This is an optimization exercise on Yosys and OpenROAD, whose aim is small area, a short achievable clock period and few clock cycles, not a production implementation.
At most, simulation tests tie the RTL to the original design; equivalence was not proved.

==> cedar <==
Design alu, start of the top module:
module alu #(
    parameter INT_W  = 6,
    parameter FRAC_W = 10,
    parameter INST_W = 4,
    parameter DATA_W = INT_W + FRAC_W
)(
    input                     i_clk,
    input                     i_rst_n,
    input signed [DATA_W-1:0] i_data_a,
    input signed [DATA_W-1:0] i_data_b,
    input        [INST_W-1:0] i_inst,
    output                    o_valid,
    output                    o_busy,
    output       [DATA_W-1:0] o_data
);
integer i;
reg busy_r, pz;
reg v1, v2, v3, v4, v5, v6;
always @(posedge i_clk or negedge i_rst_n) begin
    if (!i_rst_n) begin
        busy_r <= 1'b1;
        v1 <= 1'b0; v2 <= 1'b0; v3 <= 1'b0; v4 <= 1'b0; v5 <= 1'b0; v6 <= 1'b0;
        pz <= 1'b1;
    end else begin
        busy_r <= 1'b0;
        v1 <= ~busy_r;
        v2 <= v1;
        v3 <= v2;
        v4 <= v3;
        v5 <= v4;
        v6 <= v5;
        if (v5) pz <= 1'b0;
    end
end
assign o_busy  = busy_r;
assign o_valid = v6;
reg [15:0] a1, b1;
reg [3:0]  op1;
always @(posedge i_clk) begin
    a1  <= i_data_a;
    b1  <= i_data_b;
    op1 <= i_inst;
end
wire signed [15:0] sa1 = a1;
wire        g_in = (sa1 >= -16'sd1710) && (sa1 <= 16'sd1709);
  ...
make LEC_CHECK=0 CAP_MARGIN=20 CORE_MARGIN=2 CORE_UTILIZATION=40 SLEW_MARGIN=20 finish   # period 32.0 ns
run.sh (not shown) runs the stock make flow with config.mk's settings and CLKGATE_MAP_FILE= SYNTH_SCRIPT=/design/flow/synth_recipe.tcl, a recipe that flattens the netlist after the stock synthesis.
==> xenon: changes against cedar <==
==> flow/design.v (replaced) <==
module alu #(
    parameter INT_W  = 6,
    parameter FRAC_W = 10,
    parameter INST_W = 4,
    parameter DATA_W = INT_W + FRAC_W
)(
    input                     i_clk,
    input                     i_rst_n,
    input signed [DATA_W-1:0] i_data_a,
    input signed [DATA_W-1:0] i_data_b,
    input        [INST_W-1:0] i_inst,
    output                    o_valid,
    output                    o_busy,
    output       [DATA_W-1:0] o_data
);
reg busy_r;
reg v1, v2, v3, v4;
always @(posedge i_clk or negedge i_rst_n) begin
    if (!i_rst_n) begin
        busy_r <= 1'b1;
        v1 <= 1'b0; v2 <= 1'b0; v3 <= 1'b0; v4 <= 1'b0;
    end else begin
        busy_r <= 1'b0;
        v1 <= ~busy_r;
        v2 <= v1;
        v3 <= v2;
        v4 <= v3;
    end
end
assign o_busy  = busy_r;
assign o_valid = v4;
reg [15:0] a1, b1;
reg [3:0]  op1;
always @(posedge i_clk) begin
    a1  <= i_data_a;
    b1  <= i_data_b;
    op1 <= i_inst;
end
wire [10:0] amag = a1[15] ? (~a1[10:0] + 11'd1) : a1[10:0];
wire        g_in = ($signed(a1) >= -16'sd1710) && ($signed(a1) <= 16'sd1709);
wire [21:0] asq  = amag * amag;
wire [27:0] kprod = asq[21:6] * 12'd2349 + 28'd8192;
wire [15:0] gM   = 16'd52288 + kprod[27:14];
wire        fsa  = a1[15];
wire        fsb  = b1[15] ^ op1[0];
wire        fswp = b1[14:0] > a1[14:0];
wire [14:0] fbig = fswp ? b1[14:0] : a1[14:0];
wire [14:0] fsml = fswp ? a1[14:0] : b1[14:0];
wire [4:0]  fdif = fbig[14:10] - fsml[14:10];
wire [18:0] fsh  = {1'b1, fsml[9:0], 8'b0} >> fdif;
wire [19:0] fsum = (fsa ^ fsb) ? ({1'b0, 1'b1, fbig[9:0], 8'b0} - {1'b0, fsh})
                               : ({1'b0, 1'b1, fbig[9:0], 8'b0} + {1'b0, fsh});
wire        fsgn = fswp ? fsb : fsa;
reg [15:0] a2;
reg [16:0] y2;
reg [3:0]  op2;
reg        gin2;
reg [4:0]  fe2;
reg        fs2;
always @(posedge i_clk) begin
    op2  <= op1;
    gin2 <= g_in;
    fe2  <= fbig[14:10];
    fs2  <= fsgn;
    if (op1[3]) begin
        a2 <= fsum[15:0];
        y2 <= {13'b0, fsum[19:16]};
    end else begin
        a2 <= a1;
        y2 <= (op1 == 4'd4) ? {1'b0, gM} : {b1[15], b1};
    end
end
wire signed [32:0] prod = $signed(a2) * $signed(y2);
wire signed [22:0] mtr = $signed(prod[32:10]) + $signed({22'b0, prod[9]});
wire [15:0] mrnd = (mtr > 23'sd32767) ? 16'h7fff : (mtr < -23'sd32768) ? 16'h8000 : mtr[15:0];
wire signed [16:0] s1 = $signed(prod[32:16]) + $signed({16'b0, prod[15]});
wire [16:0] s1abs = s1[16] ? -s1 : s1;
wire signed [16:0] s1h = s1 + (s1[16] ? -17'sd511 : 17'sd513);
wire signed [11:0] tt = (s1abs < 17'd512) ? s1[11:0] : s1h[12:1];
wire [10:0] gz = 11'd1024 + tt[10:0];
wire signed [16:0] sadd = $signed(a2) + $signed(y2[15:0]);
wire signed [16:0] ssub = $signed(a2) - $signed(y2[15:0]);
wire [15:0] radd = (sadd[16] != sadd[15]) ? {sadd[16], {15{~sadd[16]}}} : sadd[15:0];
wire [15:0] rsub = (ssub[16] != ssub[15]) ? {ssub[16], {15{~ssub[16]}}} : ssub[15:0];
reg [3:0] clz;
integer i;
always @(*) begin
    clz = 4'd0;
    for (i = 0; i < 16; i = i + 1)
        if (a2[i]) clz = 4'd15 - i[3:0];
end
reg [4:0] pop;
always @(*) begin
    pop = 5'd0;
    for (i = 0; i < 16; i = i + 1)
        pop = pop + {4'b0, a2[i]};
end
wire [31:0] jy  = {y2[15:0], ~y2[15:0]} << pop;
wire [15:0] rjc = jy[31:16];
function [31:0] lfsr_seq(input [15:0] x);
    integer j;
    reg [31:0] u;
    begin
        u = {x, 16'b0};
        for (j = 0; j < 16; j = j + 1)
            u[15-j] = u[31-j] ^ u[29-j] ^ u[28-j] ^ u[26-j];
        lfsr_seq = u;
    end
endfunction
wire [31:0] lu = lfsr_seq(a2);
wire [31:0] ly   = lu << y2[4:0];
wire [15:0] rlf  = ly[31:16];
wire [19:0] fm = {y2[3:0], a2};
reg [3:0] flz;
always @(*) begin
    flz = 4'd11;
    for (i = 0; i < 11; i = i + 1)
        if (fm[18-i] && flz == 4'd11) flz = i[3:0];
end
wire [18:0] fn   = fm[19] ? fm[19:1] : (fm[18:0] << flz);
wire        fbias = fn[7] & (fn[8] | (|fn[6:0]));
wire [10:0] fman = {1'b0, fn[17:8]} + {10'b0, fbias};
wire [4:0]  fexp = fe2 + {4'b0, fm[19]} - {1'b0, fm[19] ? 4'd0 : flz} + {4'b0, fman[10]};
wire [15:0] rfp  = {fs2, fexp, fman[9:0]};
reg [15:0] r3;
reg [10:0] z3;
reg        mac3, gel3;
always @(posedge i_clk) begin
    mac3 <= (op2 == 4'd3);
    gel3 <= (op2 == 4'd4) & gin2;
    z3   <= gz;
    case (op2)
        4'd0: r3 <= radd;
        4'd1: r3 <= rsub;
        4'd2, 4'd3: r3 <= mrnd;
        4'd4: r3 <= (gin2 | ~a2[15]) ? a2 : 16'd0;
        4'd5: r3 <= {12'b0, clz};
        4'd6: r3 <= rjc;
        4'd7: r3 <= rlf;
        default: r3 <= rfp;
    endcase
end
wire signed [16:0] macs = $signed(o_data_r) + $signed(r3);
wire [15:0] rmac = (macs[16] != macs[15]) ? {macs[16], {15{~macs[16]}}} : macs[15:0];
wire signed [23:0] gp = $signed(r3[11:0]) * $signed({1'b0, z3});
wire signed [12:0] gres = (gp + 24'sd1024) >>> 11;
reg [15:0] o_data_r;
always @(posedge i_clk or negedge i_rst_n) begin
    if (!i_rst_n)
        o_data_r <= 16'd0;
    else if (v3)
        o_data_r <= mac3 ? rmac : gel3 ? {{3{gres[12]}}, gres} : r3;
end
assign o_data = o_data_r;
endmodule
==> notes.md <==
- In cedar the die area is higher than in xenon, by 1.7%.
- First-iteration DRC count: cedar is smaller than xenon (15%).
- Synthesized cell count: xenon is higher than cedar (about 1.6%).
- In cedar the clock skew is higher than in xenon, by 0.0092 ns.
- In xenon the setup slack is lower than in cedar, by 5.3 ns.
Testbench counts of cedar, summed over its fixed seeds: cycles 1,648.
No functional check of the RTL was part of xenon.

re-timing with driven ports:
The flow's constraints put no driver on any port. The routed layouts listed below were extracted and timed again, unchanged, in two steps. Step 1 assumes that a clkbuf_16 drives the clock port and a buf_2 every other input. Step 2 times the ports against the registers' clock, not the clock port: input delays grow and output delays shrink by t, the midpoint of the rising clock arrivals with the driver on. Three values: no drivers, after step 1, after step 2; two values: the first two.
run	shift t [ns]	setup WS [ns]	slew at the worst register clock pin (ns)	worst data-port slew with drivers (ns)
cedar	0.641	23.950 / 23.895 / 24.237	0.07 / 0.07	0.04
xenon	0.556	18.678 / 18.678 / 18.678	0.08 / 0.08	0.06
After both steps every run listed still meets setup and hold.
